This design comes from an exercise in tuning for small area on the open sky130 flow, not from production work. Only simulation tests tie the RTL to the original design; equivalence was not proved.

File: flow/run.sh
#!/bin/bash
set -euo pipefail
export BUFFER_PORTS_ARGS="-buffer_cell sky130_fd_sc_hd__buf_1"
bash standard.sh finish > standard_flow.log 2>&1
File: standard.sh
#!/bin/bash
# synth_recipe.tcl (not shown) runs the flow's synth.tcl, then flattens the netlist and writes it again
# the make line also repeats each setting of config.mk as NAME=value (left out here)
make -C /OpenROAD-flow-scripts/flow DESIGN_CONFIG=/design/flow/config.mk WORK_HOME=/design/flow/orfs CLKGATE_MAP_FILE= SYNTH_SCRIPT=/design/flow/synth_recipe.tcl "${@:-finish}"
File: config.mk
export PLATFORM = sky130hd
export DESIGN_NAME = rgb_to_ycrcb_converter
export DESIGN_NICKNAME = rgb_to_ycrcb_converter
export VERILOG_FILES = /design/flow/design.v
export SDC_FILE = /design/flow/constraint.sdc
export NUM_CORES = 4
export LEC_CHECK = 0
export CAP_MARGIN = 20
export CORE_MARGIN = 2
export CORE_UTILIZATION = 40
export CTS_CLUSTER_DIAMETER = 200
export CTS_CLUSTER_SIZE = 60
export SLEW_MARGIN = 20
export SYNTH_HIERARCHICAL = 1
File: constraint.sdc
create_clock -name core_clock -period 10.0 [get_ports {clk}]
set_input_delay 2.0000 -clock core_clock [delete_from_list [all_inputs] [get_ports {clk}]]
set_output_delay 2.0000 -clock core_clock [all_outputs]
set_load 0.01 [all_outputs]
File: design.v
module rgb_to_ycrcb_converter
#(
	parameter DATAIN_WIDTH 	= 32,
	parameter DATAOUT_WIDTH = 32
)
(
	input		clk		,
	input		rst		,
	input      	[DATAIN_WIDTH-1:0]	datain	,
	input             		datain_valid	,
	output	reg		datain_ready			,
	output      	[DATAOUT_WIDTH-1:0]	dataout			,
	output  reg           		dataout_valid ,
	input				dataout_ready
);
	reg [7:0] R0, G0, B0;
	reg [7:0] Y2;
	reg [8:0] Q3;
	reg [8:0] Q4;
	reg v1;
	wire s0 = G0[0] ^ R0[0];
	wire c1 = ~G0[0] | R0[0];
	wire s2, c3;
	rgb_fa u4 (.a(~G0[1]), .b(R0[1]), .c(c1), .s(s2), .co(c3));
	wire s5, c6;
	rgb_fa u7 (.a(~G0[2]), .b(R0[2]), .c(c3), .s(s5), .co(c6));
	wire s8, c9;
	rgb_fa u10 (.a(~G0[3]), .b(R0[3]), .c(c6), .s(s8), .co(c9));
	wire s11, c12;
	rgb_fa u13 (.a(~G0[4]), .b(R0[4]), .c(c9), .s(s11), .co(c12));
	wire s14, c15;
	rgb_fa u16 (.a(~G0[5]), .b(R0[5]), .c(c12), .s(s14), .co(c15));
	wire s17, c18;
	rgb_fa u19 (.a(~G0[6]), .b(R0[6]), .c(c15), .s(s17), .co(c18));
	wire s20, c21;
	rgb_fa u22 (.a(~G0[7]), .b(R0[7]), .c(c18), .s(s20), .co(c21));
	wire s23 = B0[0] ^ G0[0];
	wire c24 = B0[0] & ~G0[0];
	wire s25, c26;
	rgb_fa u27 (.a(B0[1]), .b(~G0[1]), .c(c24), .s(s25), .co(c26));
	wire s28, c29;
	rgb_fa u30 (.a(B0[2]), .b(~G0[2]), .c(c26), .s(s28), .co(c29));
	wire s31, c32;
	rgb_fa u33 (.a(B0[3]), .b(~G0[3]), .c(c29), .s(s31), .co(c32));
	wire s34, c35;
	rgb_fa u36 (.a(B0[4]), .b(~G0[4]), .c(c32), .s(s34), .co(c35));
	wire s37, c38;
	rgb_fa u39 (.a(B0[5]), .b(~G0[5]), .c(c35), .s(s37), .co(c38));
	wire s40, c41;
	rgb_fa u42 (.a(B0[6]), .b(~G0[6]), .c(c38), .s(s40), .co(c41));
	wire s43, c44;
	rgb_fa u45 (.a(B0[7]), .b(~G0[7]), .c(c41), .s(s43), .co(c44));
	wire s46 = s0 ^ s20;
	wire c47 = ~s0 & s20;
	wire s48, c49;
	rgb_fa u50 (.a(~s2), .b(s11), .c(c21), .s(s48), .co(c49));
	wire s51, c52;
	assign c52 = c47 & s48;
	wire s54, c55;
	rgb_fa u56 (.a(s0), .b(~s5), .c(s14), .s(s54), .co(c55));
	wire s57, c58;
	assign c58 = (s54 & c49) | (s54 & c52) | (c49 & c52);
	wire s60, c61;
	rgb_fa u62 (.a(s2), .b(c55), .c(s17), .s(s60), .co(c61));
	wire s63, c64;
	assign c64 = (~s8 & s60) | (~s8 & c58) | (s60 & c58);
	wire s66, c67;
	rgb_fa u68 (.a(s0), .b(s5), .c(~s11), .s(s66), .co(c67));
	wire s69, c70;
	rgb_fa u71 (.a(s66), .b(c61), .c(s20), .s(s69), .co(c70));
	wire s72, c73;
	assign c73 = s69 & c64;
	wire s75, c76;
	rgb_fa u77 (.a(s2), .b(s8), .c(c67), .s(s75), .co(c76));
	wire s78, c79;
	rgb_fa u80 (.a(~s14), .b(s75), .c(c21), .s(s78), .co(c79));
	wire s81, c82;
	rgb_fa u83 (.a(c70), .b(s78), .c(c73), .s(s81), .co(c82));
	wire s84 = s23 ^ s28;
	wire c85 = ~s23 & s28;
	wire s86, c87;
	rgb_fa u88 (.a(s25), .b(c85), .c(s31), .s(s86), .co(c87));
	wire s89 = s86 ^ s37;
	wire c90 = s86 | ~s37;
	wire s91, c92;
	rgb_fa u93 (.a(s23), .b(s28), .c(c87), .s(s91), .co(c92));
	wire s94, c95;
	rgb_fa u96 (.a(s34), .b(s91), .c(c90), .s(s94), .co(c95));
	wire s97 = s40 ^ s94;
	wire c98 = ~s40 & s94;
	wire s99, c100;
	rgb_fa u101 (.a(~s25), .b(s31), .c(c92), .s(s99), .co(c100));
	wire s102, c103;
	rgb_fa u104 (.a(s37), .b(s99), .c(c95), .s(s102), .co(c103));
	wire s105, c106;
	assign c106 = (~s43 & c98) | (~s43 & s102) | (c98 & s102);
	wire s108, c109;
	rgb_fa u110 (.a(~s28), .b(s34), .c(c100), .s(s108), .co(c109));
	wire s111, c112;
	rgb_fa u113 (.a(s40), .b(s108), .c(c103), .s(s111), .co(c112));
	wire s114, c115;
	rgb_fa u116 (.a(~c44), .b(c106), .c(s111), .s(s114), .co(c115));
	wire s117, c118;
	rgb_fa u119 (.a(s23), .b(s31), .c(~s37), .s(s117), .co(c118));
	wire s120, c121;
	rgb_fa u122 (.a(~s117), .b(c109), .c(s43), .s(s120), .co(c121));
	wire s123, c124;
	rgb_fa u125 (.a(s120), .b(c112), .c(c115), .s(s123), .co(c124));
	wire s126, c127;
	assign c127 = s114 & s123;
	wire s129, c130;
	rgb_fa u131 (.a(s25), .b(~s34), .c(s40), .s(s129), .co(c130));
	wire s132, c133;
	rgb_fa u134 (.a(~c118), .b(c44), .c(s129), .s(s132), .co(c133));
	wire s135, c136;
	rgb_fa u137 (.a(c121), .b(s132), .c(c124), .s(s135), .co(c136));
	wire s138 = c127 ^ s135;
	wire c139 = c127 | s135;
	wire s140, c141;
	rgb_fa u142 (.a(s28), .b(c130), .c(s43), .s(s140), .co(c141));
	wire s143, c144;
	rgb_fa u145 (.a(~s37), .b(c133), .c(s140), .s(s143), .co(c144));
	wire s146, c147;
	rgb_fa u148 (.a(s143), .b(c136), .c(c139), .s(s146), .co(c147));
	wire s149, c150;
	rgb_fa u151 (.a(G0[0]), .b(s5), .c(s31), .s(s149), .co(c150));
	wire s152, c153;
	rgb_fa u154 (.a(s11), .b(s149), .c(c76), .s(s152), .co(c153));
	wire s155, c156;
	rgb_fa u157 (.a(s17), .b(s40), .c(~c44), .s(s155), .co(c156));
	wire s158, c159;
	rgb_fa u160 (.a(s152), .b(c79), .c(c141), .s(s158), .co(c159));
	wire s161, c162;
	rgb_fa u163 (.a(~s155), .b(c144), .c(s158), .s(s161), .co(c162));
	wire s164, c165;
	rgb_fa u166 (.a(s161), .b(c82), .c(s81), .s(s164), .co(c165));
	wire s167, c168;
	rgb_fa u169 (.a(c147), .b(s164), .c(s146), .s(s167), .co(c168));
	wire s170, c171;
	rgb_fa u172 (.a(G0[1]), .b(s8), .c(c150), .s(s170), .co(c171));
	wire s173, c174;
	rgb_fa u175 (.a(s34), .b(s14), .c(s170), .s(s173), .co(c174));
	wire s176, c177;
	rgb_fa u178 (.a(s173), .b(~s20), .c(~s43), .s(s176), .co(c177));
	wire s179, c180;
	rgb_fa u181 (.a(c153), .b(~c156), .c(s176), .s(s179), .co(c180));
	wire s182, c183;
	rgb_fa u184 (.a(c159), .b(s179), .c(c162), .s(s182), .co(c183));
	wire s185, c186;
	rgb_fa u187 (.a(s182), .b(c165), .c(c168), .s(s185), .co(c186));
	wire s188, c189;
	rgb_ha u190 (.a(s167), .b(s185), .s(s188), .co(c189));
	wire s191, c192;
	rgb_fa u193 (.a(G0[2]), .b(s11), .c(c171), .s(s191), .co(c192));
	wire s194, c195;
	rgb_fa u196 (.a(s37), .b(s17), .c(c174), .s(s194), .co(c195));
	wire s197, c198;
	rgb_fa u199 (.a(s191), .b(~c21), .c(~c44), .s(s197), .co(c198));
	wire s200, c201;
	rgb_fa u202 (.a(s194), .b(c177), .c(s197), .s(s200), .co(c201));
	wire s203, c204;
	rgb_fa u205 (.a(c180), .b(s200), .c(c183), .s(s203), .co(c204));
	wire s206, c207;
	rgb_fa u208 (.a(s203), .b(c186), .c(c189), .s(s206), .co(c207));
	wire s209, c210;
	rgb_fa u211 (.a(G0[3]), .b(s14), .c(c192), .s(s209), .co(c210));
	wire s212, c213;
	rgb_fa u214 (.a(s40), .b(s20), .c(c195), .s(s212), .co(c213));
	wire s215, c216;
	rgb_fa u217 (.a(s209), .b(c198), .c(s212), .s(s215), .co(c216));
	wire s218, c219;
	rgb_fa u220 (.a(c201), .b(s215), .c(c204), .s(s218), .co(c219));
	wire s221, c222;
	rgb_fa u223 (.a(s218), .b(c207), .c(s206), .s(s221), .co(c222));
	wire s224, c225;
	rgb_fa u226 (.a(G0[4]), .b(s17), .c(c21), .s(s224), .co(c225));
	wire s227, c228;
	rgb_fa u229 (.a(c210), .b(s43), .c(s224), .s(s227), .co(c228));
	wire s230, c231;
	rgb_fa u232 (.a(c213), .b(s227), .c(c216), .s(s230), .co(c231));
	wire s233, c234;
	rgb_fa u235 (.a(s230), .b(c219), .c(c222), .s(s233), .co(c234));
	wire s236, c237;
	rgb_fa u238 (.a(G0[5]), .b(c44), .c(s20), .s(s236), .co(c237));
	wire s239, c240;
	rgb_fa u241 (.a(c225), .b(s236), .c(c228), .s(s239), .co(c240));
	wire s242, c243;
	rgb_fa u244 (.a(s239), .b(c231), .c(c234), .s(s242), .co(c243));
	wire s245, c246;
	rgb_fa u247 (.a(G0[6]), .b(c21), .c(c237), .s(s245), .co(c246));
	wire s248, c249;
	rgb_fa u250 (.a(s245), .b(c240), .c(c243), .s(s248), .co(c249));
	wire s251 = G0[7] ^ c246 ^ c249;
	wire s252 = R0[0] ^ s167;
	wire c253 = R0[0] | s167;
	wire s254, c255;
	rgb_fa u256 (.a(R0[1]), .b(c253), .c(~s188), .s(s254), .co(c255));
	wire s257, c258;
	rgb_fa u259 (.a(R0[2]), .b(s206), .c(c255), .s(s257), .co(c258));
	wire s260, c261;
	rgb_fa u262 (.a(R0[3]), .b(~s221), .c(c258), .s(s260), .co(c261));
	wire s263, c264;
	rgb_fa u265 (.a(R0[4]), .b(~s233), .c(c261), .s(s263), .co(c264));
	wire s266, c267;
	rgb_fa u268 (.a(R0[5]), .b(~s242), .c(c264), .s(s266), .co(c267));
	wire s269, c270;
	rgb_fa u271 (.a(Q3[6]), .b(Q3[7]), .c(~Y2[6]), .s(s269), .co(c270));
	wire s272, c273;
	rgb_fa u274 (.a(Q3[8]), .b(Y2[7]), .c(c270), .s(s272), .co(c273));
	wire s275, c276;
	rgb_ha u277 (.a(B0[0]), .b(s167), .s(s275), .co(c276));
	wire s278, c279;
	rgb_fa u280 (.a(B0[1]), .b(c276), .c(~s188), .s(s278), .co(c279));
	wire s281, c282;
	rgb_fa u283 (.a(B0[2]), .b(s206), .c(c279), .s(s281), .co(c282));
	wire s284, c285;
	rgb_fa u286 (.a(B0[3]), .b(~s221), .c(c282), .s(s284), .co(c285));
	wire s287, c288;
	rgb_fa u289 (.a(B0[4]), .b(~s233), .c(c285), .s(s287), .co(c288));
	wire s290, c291;
	rgb_fa u292 (.a(B0[5]), .b(~s242), .c(c288), .s(s290), .co(c291));
	wire s293, c294;
	rgb_fa u295 (.a(Q4[6]), .b(Q4[7]), .c(~Y2[6]), .s(s293), .co(c294));
	wire s296, c297;
	rgb_fa u298 (.a(Q4[8]), .b(Y2[7]), .c(c294), .s(s296), .co(c297));
	wire s299, c300;
	rgb_fa u301 (.a(Q3[4]), .b(s269), .c(c273), .s(s299), .co(c300));
	wire s302, c303;
	rgb_fa u304 (.a(s272), .b(c300), .c(s299), .s(s302), .co(c303));
	wire s305, c306;
	rgb_fa u307 (.a(Q3[3]), .b(s269), .c(c273), .s(s305), .co(c306));
	wire s308, c309;
	rgb_fa u310 (.a(s305), .b(c303), .c(s302), .s(s308), .co(c309));
	wire s311, c312;
	rgb_fa u313 (.a(Q3[4]), .b(s272), .c(c306), .s(s311), .co(c312));
	wire s314, c315;
	rgb_fa u316 (.a(s311), .b(c309), .c(s308), .s(s314), .co(c315));
	wire s317, c318;
	rgb_fa u319 (.a(Q3[5]), .b(c273), .c(c312), .s(s317), .co(c318));
	wire s320, c321;
	assign c321 = (s317 & c315) | (s317 & s314) | (c315 & s314);
	wire s323, c324;
	rgb_fa u325 (.a(Q3[0]), .b(s269), .c(c318), .s(s323), .co(c324));
	wire s326, c327;
	assign c327 = s323 & c321;
	wire s329, c330;
	rgb_fa u331 (.a(~Q3[1]), .b(s272), .c(c324), .s(s329), .co(c330));
	wire s332, c333;
	assign c333 = s329 & c327;
	wire s335, c336;
	rgb_fa u337 (.a(~Q3[2]), .b(c273), .c(c330), .s(s335), .co(c336));
	wire s338 = s335 ^ c333;
	wire c339 = s335 | c333;
	wire s340, c341;
	rgb_fa u342 (.a(Q3[0]), .b(Q3[3]), .c(~c336), .s(s340), .co(c341));
	wire s343 = c339 ^ s340;
	wire c344 = c339 | ~s340;
	wire s345, c346;
	rgb_fa u347 (.a(~Q3[1]), .b(Q3[4]), .c(c341), .s(s345), .co(c346));
	wire s348 = c344 ^ s345;
	wire c349 = c344 | ~s345;
	wire s350, c351;
	rgb_fa u352 (.a(~Q3[2]), .b(Q3[5]), .c(c346), .s(s350), .co(c351));
	wire s353 = c349 ^ s350;
	wire c354 = c349 | ~s350;
	wire s355, c356;
	rgb_fa u357 (.a(~Q3[3]), .b(s269), .c(c351), .s(s355), .co(c356));
	wire s358 = c354 ^ s355;
	wire c359 = c354 | ~s355;
	wire s360, c361;
	rgb_fa u362 (.a(~Q3[4]), .b(s272), .c(c356), .s(s360), .co(c361));
	wire s363 = c359 ^ s360;
	wire c364 = c359 | ~s360;
	wire s365, c366;
	rgb_fa u367 (.a(~Q3[5]), .b(c273), .c(c361), .s(s365), .co(c366));
	wire s368 = c364 ^ s365;
	wire c369 = c364 & ~s365;
	wire s370, c371;
	rgb_fa u372 (.a(s269), .b(~c366), .c(c369), .s(s370), .co(c371));
	wire s373 = s272 ^ c371 ^ s370;
	wire s374 = Q4[0] ^ s293;
	wire c375 = ~Q4[0] & ~s293;
	wire s376, c377;
	assign c377 = (Q4[1] & ~c375) | (Q4[1] & s296) | (~c375 & s296);
	wire s379, c380;
	rgb_fa u381 (.a(Q4[2]), .b(c297), .c(c377), .s(s379), .co(c380));
	wire s382, c383;
	rgb_fa u384 (.a(Q4[3]), .b(c380), .c(s379), .s(s382), .co(c383));
	wire s385, c386;
	rgb_fa u387 (.a(Q4[4]), .b(c383), .c(s382), .s(s385), .co(c386));
	wire s388, c389;
	rgb_fa u390 (.a(Q4[5]), .b(c386), .c(s385), .s(s388), .co(c389));
	wire s391, c392;
	rgb_fa u393 (.a(~Q4[0]), .b(s293), .c(c389), .s(s391), .co(c392));
	wire s394 = s388 ^ s391;
	wire c395 = ~s388 & ~s391;
	wire s396, c397;
	rgb_fa u398 (.a(~Q4[1]), .b(s296), .c(c392), .s(s396), .co(c397));
	wire s399 = c395 ^ s396;
	wire c400 = c395 & ~s396;
	wire s401, c402;
	rgb_fa u403 (.a(~Q4[2]), .b(c297), .c(c397), .s(s401), .co(c402));
	wire s404 = c400 ^ s401;
	wire c405 = c400 | ~s401;
	wire s406, c407;
	rgb_fa u408 (.a(Q4[3]), .b(~c402), .c(c405), .s(s406), .co(c407));
	wire s409, c410;
	rgb_fa u411 (.a(Q4[4]), .b(c407), .c(s406), .s(s409), .co(c410));
	wire s412, c413;
	rgb_fa u414 (.a(Q4[5]), .b(c410), .c(s409), .s(s412), .co(c413));
	wire s415, c416;
	rgb_fa u417 (.a(s293), .b(c413), .c(s412), .s(s415), .co(c416));
	wire s418, c419;
	rgb_fa u420 (.a(s296), .b(c416), .c(s415), .s(s418), .co(c419));
	wire s421 = c297 ^ c419 ^ s418;
	always @(posedge clk) begin
		R0 <= datain[15:8]; G0 <= datain[23:16]; B0 <= datain[31:24];
		Y2 <= {s251, s248, s242, s233, s221, s206, s188, s167};
		Q3 <= {R0[7], R0[6], c267, s266, s263, s260, s257, s254, s252};
		Q4 <= {B0[7], B0[6], c291, s290, s287, s284, s281, s278, s275};
		if (rst) begin
			datain_ready <= 1'b0; v1 <= 1'b0; dataout_valid <= 1'b0;
		end else begin
			datain_ready <= dataout_ready; v1 <= datain_valid; dataout_valid <= v1;
		end
	end
	assign dataout = {Y2 ^ 8'b10000101, {s373, s370, s368, s363, s358, s353, s348, s343} ^ 8'b01100000, {s421, s418, s415, s412, s409, s406, s404, s399} ^ 8'b11111101, 8'h00};
endmodule
module rgb_fa (input a, input b, input c, output s, output co);
	assign s = a ^ b ^ c;
	assign co = (a & b) | (a & c) | (b & c);
endmodule
module rgb_ha (input a, input b, output s, output co);
	assign s = a ^ b;
	assign co = a & b;
endmodule
==> results of run 1 <==
[per-module statistics from Yosys, one instance, submodules excluded]
module / area [um2] / times used / flip-flops and latches / cells
rgb_fa: 20.0 / 115 / 0 / 1
rgb_ha: 12.5 / 2 / 0 / 1
rgb_to_ycrcb_converter: 1780 / 1 / 53 / 177
[layout make-up]
type / count / area share [%]
multi-input cells: 162 / 59.7
flip-flops and latches: 53 / 23.6
inverters: 66 / 5.49
repair buffers: 59 / 5.44
well taps: 133 / 3.69
clock buffers: 5 / 1.53
clock inverters: 3 / 0.638
[registers in the layout, summed over array words and instances (netlist names)]
| signal | flops |
|---|---|
| R0 | 8 |
| Q3 | 9 |
| G0 | 8 |
| Q4 | 9 |
| Y2 | 8 |
| datain_ready | 1 |
| dataout_valid | 1 |
| B0 | 8 |
| v1 | 1 |
[timing repair]
item                                    4_1_cts  5_1_grt
resized for setup                             9        0
pin swaps                                     6        5
endpoints found under the setup margin        2        2
setup buffers                                 1        1
[worst paths after layout]
kind	start	end	slack (ns)
max	Y2[6]	dataout[15]	0.21
min	B0[6]	Q4[7]	0.38
max reg2reg	G0[0]	Q4[5]	0.36
min reg2reg	B0[6]	Q4[7]	0.38
[cells in the final DEF, fill, tap and decap left out, drive strengths merged]
cell type  count
fa           115
dfxtp         53
clkbuf         5
nand2          2
maj3           2
and3           1
o2111ai        1
nor2           2
nand3b         1
nor2b          4
o22ai          1
nand3          1
a31oi          1
nand2b         2
clkinv         1
ha            13
nand4          1
buf           59
a21o           1
conb           8
xnor2          6
inv           68
[critical path, stage by stage, from the launching register on]
cell and delay (ns):
dfxtp_2 0.35, inv_2 0.05, fa_2 0.33, fa_2 0.58, o22ai_1 0.09, nand2_1 0.08, fa_1 0.42, fa_1 0.50
fa_1 0.44, fa_2 0.37, fa_2 0.35, fa_2 0.34, fa_1 0.50, ha_1 0.15, inv_1 0.05, fa_1 0.52
fa_1 0.45, fa_1 0.54, fa_1 0.45, fa_2 0.53, inv_1 0.06, xnor2_1 0.15, buf_2 0.15
[per-stage QoR]
| step | util, % | hold WS [ns] |
|---|---|---|
| floorplan | - | 0.359 |
| global placement | 44.4 | 0.376 |
| detailed placement | 44.4 | 0.367 |
| CTS | 45.6 | 0.381 |
| global route | 45.7 | 0.396 |
| finish | 45.7 | 0.380 |
[logic make-up after synthesis]
| kind of cell | count (synthesis) |
|---|---|
| AOI/OAI and AO/OA | 4 |
| xor gates and xnor gates | 6 |
| adders and majority gates | 130 |
| buffers and inverters | 86 |
| DFF | 53 |
| other | 1 |
| and+or+nand+nor | 14 |
[metal layers]
layer  wire [um]  track usage (%)  up-vias
met5           0                0        -
met4          42             2.10        0
met3         337             3.22        7
met2        3330             22.9       55
met1        2980             19.3     1059
li1            -                -      923
==> reports/results.tsv, run 1 <==
metric	value	unit
status	no timing/DRC/antenna violations	
post-synth top area cell	fa_1	
post-DP HPWL	6350	um
clk sink count	53	
largest net degree at the start of global routing	20	
Synth area leaders	fa_1 56%, dfxtp_1 26%, inv_1 6.0%, ha_1 4.0%, buf_4 3.7%	
Total GRT Usage	13.9	%
data required time of the worst path	8.00	ns
CTS Buf Count	5	
Post-Synth XOR/XNOR Area	1.28	%
post-synth top area share	56.0	%
final hold viol count	0	
Final Instance Area	4510	um2
number of synthesized flops with an enable pin	0	
critical path endpoint category	primary output	
largest family of logic cells by synthesized area	adder cells	
DP Cell Count	471	
Final Setup Violations	0	
FF/Latch Area	1060	um2
routability cong.	0.829	
CP startpoint kind	flip-flop	
syn avg cell area	14.0	um2
R2R depth	24	
Final Max Slew Viols	0	
unrepaired setup endpoints after global routing	yes	
first-pass GRT wire length	12000	um
DR pass1 iterations	4	
Synth Instances	294	
Setup WS pre-CTS	0.166	ns
max_cap viols	0	
GR Overflow Total	0	
data arrival time of the critical path	7.79	ns
Final ANT Viol Nets	0	
sequential element share of the synthesized area	25.8	%
yosys warns	7	
# H-tree levels	2	
layout net count	511	
hold buffer count at cts	0	
Crit Path Max Fanout	3	
share of cells above drive strength 1	6.90	%
total number of vias	2044	
PortBufs	53	
most instantiated cells after synthesis	115 x fa_1, 66 x inv_1, 53 x dfxtp_1	
Reg clk slew, reported paths	0.10	ns
post-synthesis register bit count	53	
antenna diode count	0	
Main synth FF type	dfxtp_1	
Compound-Gate Fraction of Synth Area	0.701	%
Cell variety after synth	21	
Post-Synth Simple-Gate Area	1.89	%
Starting Density	41.6	%
initial antenna violation count	0	
mux cell area share after synthesis	0	%
vias per cell	4.25	
die footprint	11100	um2
fin crit share	97.9	%
Die W	105	um
most common cell in the netlist	fa_1	
Post-synth ARST share	0	%
clock period minus final worst setup slack	9.79	ns
final setup TNS	0	ns
DRC	0	
Post-Layout Cell Count	481	
CTS tree	built	
critical path class	flip-flop to primary output	
Detailed Route WL	6690	um
P&R area growth vs syn	9.78	%
Max Fclk	102	MHz
WHS Path Cells	0	
wire per inst	13.9	um
Post-Synth Adder-Cell Area	60.5	%
Fillers	894	
area of the multi-input gates	2690	um2
clk root buf	clkbuf_8	
Initial DRC Count	56	
Core Box Area	9860	um2
Placement Cell Area	4380	um2
IO Pins	70	
clock tree buffer depth	2	
die height	105	um
Clock Latency Late Sink	0.31	ns
worst setup margin	0.210	ns
vias in the first global route	2456	
Netlist Area Pre-Place	4110	um2
Row Count	36	
clock skew	0.00780	ns
Worst Hold Class	flip-flop to flip-flop	
==> run 2, diff against run 1 <==
--- a/config.mk
+++ b/config.mk
@@ -9,6 +9,4 @@
 export CORE_MARGIN = 2
 export CORE_UTILIZATION = 40
-export CTS_CLUSTER_DIAMETER = 200
-export CTS_CLUSTER_SIZE = 60
 export SLEW_MARGIN = 20
 export SYNTH_HIERARCHICAL = 1
==> run 2 against run 1 <==
Still clean on timing, DRC and antenna. Count of clock-buffer cells in the layout stayed put. First-iteration DRC count stayed put. Non-clock buffer count stayed put. Utilization stayed put. Worst setup slack stayed put. Hold slack stayed put. Critical endpoint unchanged. Largest cell class unchanged.
==> reports/results.tsv, run 2 <==
metric	value	unit
P&R area growth vs syn	9.78	%
syn avg cell area	14.0	um2
status	no timing/DRC/antenna violations	
yosys warns	7	
Final Setup Violations	0	
wire per inst	13.9	um
CTS Buf Count	5	
die height	105	um
data required time of the worst path	8.00	ns
Core Box Area	9860	um2
layout net count	511	
Final Util	45.7	%
final hold viol count	0	
PortBufs	53	
post-synth top area cell	fa_1	
Cell variety after synth	21	
total number of vias	2044	
clk sink count	53	
Worst Min Path Start	B0[6]	
Largest stage delay, worst path	0.58	ns
max_cap viols	0	
critical path endpoint category	primary output	
flop2flop setup slack	0.36	ns
critical path class	flip-flop to primary output	
initial antenna violation count	0	
fin crit share	97.9	%
most common cell after layout, fill and taps aside	fa_1	
Placement Cell Area	4380	um2
CTS tree	built	
Crit Path Max Fanout	3	
DRC	0	
Min Hold Slack	0.380	ns
Netlist Area Pre-Place	4110	um2
most frequent cells in the layout	109 x fa_1, 65 x inv_1, 52 x dfxtp_1, 52 x buf_1, 13 x ha_1	
Final Max Slew Viols	0	
antenna diode count	0	
Crit Reg-Reg Startpoint	G0[0]	
Synth Instances	294	
first-pass GRT wire length	12000	um
largest net degree at the start of global routing	20	
post-synth top area share	56.0	%
crit path launch	Y2[6]	
number of synthesized flops with an enable pin	0	
clock tree buffer depth	2	
most common cell in the netlist	fa_1	
IO Pins	70	
post-DP HPWL	6350	um
Worst Hold Class	flip-flop to flip-flop	
GR Overflow Total	0	
Starting Density	41.6	%
routability cong.	0.829	
unrepaired setup endpoints after global routing	yes	
DR pass1 iterations	4	
CP most frequent cell	fa_1	
Post-synth ARST share	0	%
clock period minus final worst setup slack	9.79	ns
final setup TNS	0	ns
Initial DRC Count	56	
biggest regs	Q3 x9, Q4 x9	
data arrival time of the critical path	7.79	ns
share of cells above drive strength 1	6.90	%
clock skew	0.00780	ns
Main synth FF type	dfxtp_1	
Final ANT Viol Nets	0	
Synth area leaders	fa_1 56%, dfxtp_1 26%, inv_1 6.0%, ha_1 4.0%, buf_4 3.7%	
clk root buf	clkbuf_8	
vias per cell	4.25	
vias in the first global route	2456	
die footprint	11100	um2
Final Instance Area	4510	um2
# H-tree levels	2	
Max Fclk	102	MHz
Die W	105	um
Slowest-stage cell, CP	fa_2	
Total GRT Usage	13.9	%
CP startpoint kind	flip-flop	
most instantiated cells after synthesis	115 x fa_1, 66 x inv_1, 53 x dfxtp_1	
post-synthesis register bit count	53	
Row Count	36	
sequential element share of the synthesized area	25.8	%
Reg clk slew, reported paths	0.10	ns
Detailed Route WL	6690	um
CP cell instances	inv_2, fa_2, fa_2, o22ai_1, nand2_1, fa_1, fa_1, fa_1, fa_2, fa_2, fa_2, fa_1, ha_1, inv_1, fa_1, fa_1, fa_1, fa_1, fa_2, inv_1, xnor2_1, buf_2	
Clock Latency Late Sink	0.31	ns
-- run 2: cell counts after synthesis --
No cell type changed its count.
-- run 2: final timing paths --
kind	endpoint	cells past startpoint
setup / recovery	dataout[15]	22
hold / removal	Q4[7]	0
setup reg to reg	Q4[5]	24
hold reg to reg	Q4[7]	0
-- run 2: through the flow --
stage / instances / setup slack, ns
2_1_floorplan: 301 / 0.621
3_3_place_gp: 471 / 0.302
3_5_place_dp: 471 / 0.166
4_1_cts: 480 / 0.0215
5_1_grt: 481 / -0.0927
6_report: 481 / 0.210
-- run 2: per-module statistics from Yosys (local to each module, per instance) --
module	flip-flops and latches	copies in the design	cells inside
rgb_to_ycrcb_converter	53	1	177
rgb_ha	0	2	1
rgb_fa	0	115	1
-- run 2: cells by family (layout without fill, tap and decap cells) --
| kind of cell | count (synthesis) | in the layout | synth area share (%) |
|---|---|---|---|
| XOR/XNOR | 6 | 6 | 1.28 |
| AO/OA/AOI/OAI | 4 | 4 | 0.701 |
| flip-flops | 53 | 53 | 25.8 |
| other | 1 | 8 | 0.0913 |
| adder cells (fa/ha/maj) | 130 | 130 | 60.5 |
| buffers and inverters | 86 | 133 | 9.69 |
| AND/OR/NAND/NOR | 14 | 14 | 1.89 |
-- run 2: layout make-up --
cell class,instances,area [um2]
well taps,133,166
flip-flops and latches,53,1060
repair buffers,59,245
fillers,894,5360
multi-input cells,162,2690
inverters,66,248
clock inverters,3,28.8
clock buffers,5,68.8
-- run 2: critical path, delay by kind of cell (launching register included) --
kind                     cells  cell delay, ns
adder cells (fa/ha/maj)     15            6.47
flip-flops                   1            0.35
buffers and inverters        4            0.31
XOR/XNOR                     1            0.15
AND/OR/NAND/NOR              1            0.08
AO/OA/AOI/OAI                1            0.09
-- run 2: what timing repair did --
item,4_1_cts,5_1_grt
hold buffers,0,0
endpoints found under the setup margin,2,2
pin swaps,6,5
resized for setup,9,0
setup buffers,1,1
-- run 2: layer usage --
| metal | vias up | share of wire (%) | routed length, um | GRT usage [%] |
|---|---|---|---|---|
| met4 | 0 | 0.63 | 42 | 2.10 |
| met1 | 1059 | 45 | 2980 | 19.3 |
| met2 | 55 | 50 | 3330 | 22.9 |
| met5 | - | 0 | 0 | 0 |
| li1 | 923 | - | - | - |
| met3 | 7 | 5.0 | 337 | 3.22 |
==> run 3, diff against run 2 <==
==> flow/run.sh (replaced) <==
#!/bin/bash
set -euo pipefail
export BUFFER_PORTS_ARGS="-buffer_cell sky130_fd_sc_hd__buf_1"
export REMOVE_ABC_BUFFERS=1
bash standard.sh finish > standard_flow.log 2>&1
--- a/config.mk
+++ b/config.mk
@@ -9,4 +9,5 @@
 export CORE_MARGIN = 2
 export CORE_UTILIZATION = 40
+export GPL_TIMING_DRIVEN = 0
 export SLEW_MARGIN = 20
 export SYNTH_HIERARCHICAL = 1
==> run 3 against run 2 <==
Synthesized area unchanged. Die area unchanged. Cell count down 0.42%. Count of clock-buffer cells in the layout unchanged. Non-clock buffer count down 2.
==> reports/results.tsv, run 3 <==
metric	value	unit
clk sink count	53	
share of cells above drive strength 1	7.51	%
CTS tree	built	
DR pass1 iterations	4	
busiest grt layer	met2	
biggest regs	Q3 x9, Q4 x9	
clock period minus final worst setup slack	9.84	ns
Largest delay share family, worst path	adder cells	
post-DP HPWL	6240	um
Starting Density	41.6	%
clk root buf	clkbuf_8	
IO Pins	70	
clock tree buffer depth	2	
Setup WS pre-CTS	0.138	ns
Netlist Area Pre-Place	4110	um2
final hold viol count	0	
status	no timing/DRC/antenna violations	
die footprint	11100	um2
die height	105	um
clock skew	0.00827	ns
Core Box Area	9860	um2
CP cell instances	inv_1, fa_2, fa_2, o22ai_1, nand2_1, fa_1, fa_1, fa_1, fa_2, fa_2, fa_2, fa_1, ha_1, inv_1, fa_1, fa_1, fa_1, fa_1, fa_2, inv_1, xnor2_1, buf_2	
Worst Hold Class	flip-flop to flip-flop	
Post-synth ARST share	0	%
Total GRT Usage	13.7	%
Initial DRC Count	57	
vias per cell	4.24	
Final ANT Viol Nets	0	
P&R area growth vs syn	9.69	%
Max Fclk	102	MHz
worst setup margin	0.163	ns
hold buffer count at cts	0	
post-synthesis register bit count	53	
Synth Instances	294	
Post-Layout Cell Count	479	
Detailed Route WL	6630	um
most instantiated cells after synthesis	115 x fa_1, 66 x inv_1, 53 x dfxtp_1	
Cell variety after synth	21	
post-synth top area share	56.0	%
vias in the first global route	2316	
unrepaired setup endpoints after global routing	yes	
GR Util met1	19.1	%
sequential element share of the synthesized area	25.8	%
Largest stage delay, worst path	0.58	ns
Clock Latency Late Sink	0.30	ns
total number of vias	2032	
Row Count	36	
Fillers	900	
worst path bufs/invs	4	
max_cap viols	0	
Final Max Slew Viols	0	
Main synth FF type	dfxtp_1	
number of synthesized flops with an enable pin	0	
initial antenna violation count	0	
PortBufs	53	
CP startpoint kind	flip-flop	
Min Hold Slack	0.388	ns
Die W	105	um
largest net degree at the start of global routing	20	
yosys warns	7	
post-synth top area cell	fa_1	
critical path endpoint category	primary output	
GR Overflow Total	0	
data required time of the worst path	8.00	ns
Slowest-stage cell, CP	fa_2	
Synth area leaders	fa_1 56%, dfxtp_1 26%, inv_1 6.0%, ha_1 4.0%, buf_4 3.7%	
CTS Buf Count	5	
data arrival time of the critical path	7.84	ns
syn avg cell area	14.0	um2
Reg clk slew, reported paths	0.10	ns
Final Util	45.7	%
most frequent cells in the layout	105 x fa_1, 66 x inv_1, 52 x buf_1	
DRC	0	
CP most frequent cell	fa_1	
antenna diode count	0	
DP Cell Count	467	
GR met2 Demand/Resource	22.7	%
Final Setup Violations	0	
wire per inst	13.8	um
met3 usage	2.47	%
first-pass GRT wire length	11600	um
most common cell in the netlist	fa_1	
routability cong.	0.812	
fin crit share	98.4	%
most common cell after layout, fill and taps aside	fa_1	
# H-tree levels	2	
layout net count	509	
Crit Path Max Fanout	3	
critical path class	flip-flop to primary output	
## run 3: cell types whose count changed in the layout (fill, tap and decap cells not counted)
| cell | previous run | this run |
|---|---|---|
| buf_4 | 6 | 4 |
| fa_2 | 6 | 10 |
| inv_2 | 1 | 0 |
| dfxtp_1 | 52 | 51 |
| dfxtp_2 | 1 | 2 |
| fa_1 | 109 | 105 |
| inv_1 | 65 | 66 |
## run 3: area by class of cell
type	instances	area, um2	area share [%]
multi-input combinational	162	2700	59.9
sequential	53	1060	23.6
inverter	66	248	5.50
timing repair buffer	57	230	5.11
tap	133	166	3.69
clock buffer	5	68.8	1.53
clock inverter	3	28.8	0.639
## run 3: per-stage QoR
| step | TNS, ns | instance area (um2) |
|---|---|---|
| CTS | 0 | 4480 |
| detailed placement | 0 | 4350 |
| global route | -0.108 | 4510 |
| finish | 0 | 4510 |
| floorplan | 0 | 3980 |
| global placement | 0 | 4350 |
## run 3: worst paths after layout
| kind | cells past startpoint | slack [ns] | end | from |
|---|---|---|---|---|
| max | 22 | 0.16 | dataout[15] | Y2[6] |
| min | 0 | 0.39 | Q4[7] | B0[6] |
| max reg2reg | 25 | 0.42 | Q4[5] | G0[0] |
| min reg2reg | 0 | 0.39 | Q4[7] | B0[6] |
## run 3: what timing repair did
item,in CTS,in global routing
setup endpoints to repair,2,7
pin swaps,6,8
resized for setup,7,6
setup buffers,2,2
## run 3: logic make-up (layout without fill, tap and decap cells)
group,after synthesis,count (layout),synth area share (%)
other cells,1,8,0.0913
buf+inv,86,131,9.69
fa+ha+maj,130,130,60.5
flops,53,53,25.8
compound gates,4,4,0.701
xor+xnor,6,6,1.28
simple gates,14,14,1.89
## run 3: layer usage
layer  wire length (um)  part of all wire, %  vias to the layer above
met2               3280                   49                       56
li1                   -                    -                      917
met4                 68                  1.0                        0
met1               2970                   45                     1052
met5                  0                    0                        -
met3                309                  4.7                        7
## run 3: Yosys stat by module, one instance, submodules excluded
| module | area [um2] | cells inside |
|---|---|---|
| rgb_ha | 12.5 | 1 |
| rgb_to_ycrcb_converter | 1780 | 177 |
| rgb_fa | 20.0 | 1 |

static timing again, ports no longer ideal:
The flow's constraints put no driver on any port. The routed layouts listed below were extracted and timed again, unchanged, in two steps.
Step 1: set_driving_cell puts a clkbuf_16 on clk and a buf_2 on each other input, an assumption about the parent block.
Step 2 times the ports against the registers' clock, not the clock port: input delays grow and output delays shrink by t, the midpoint of the rising clock arrivals with the driver on.
a / b / c = no drivers / after step 1 / after step 2; a / b = the first two.
run | shift t [ns] | slack for setup (ns) | worst setup path at the end
run 1 | 0.330 | 0.210 / 0.184 / 0.364 | register to register
run 2 | 0.330 | 0.210 / 0.184 / 0.364 | register to register
run 3 | 0.328 | 0.163 / 0.135 / 0.418 | register to register
After both steps setup and hold are still met in every run listed.
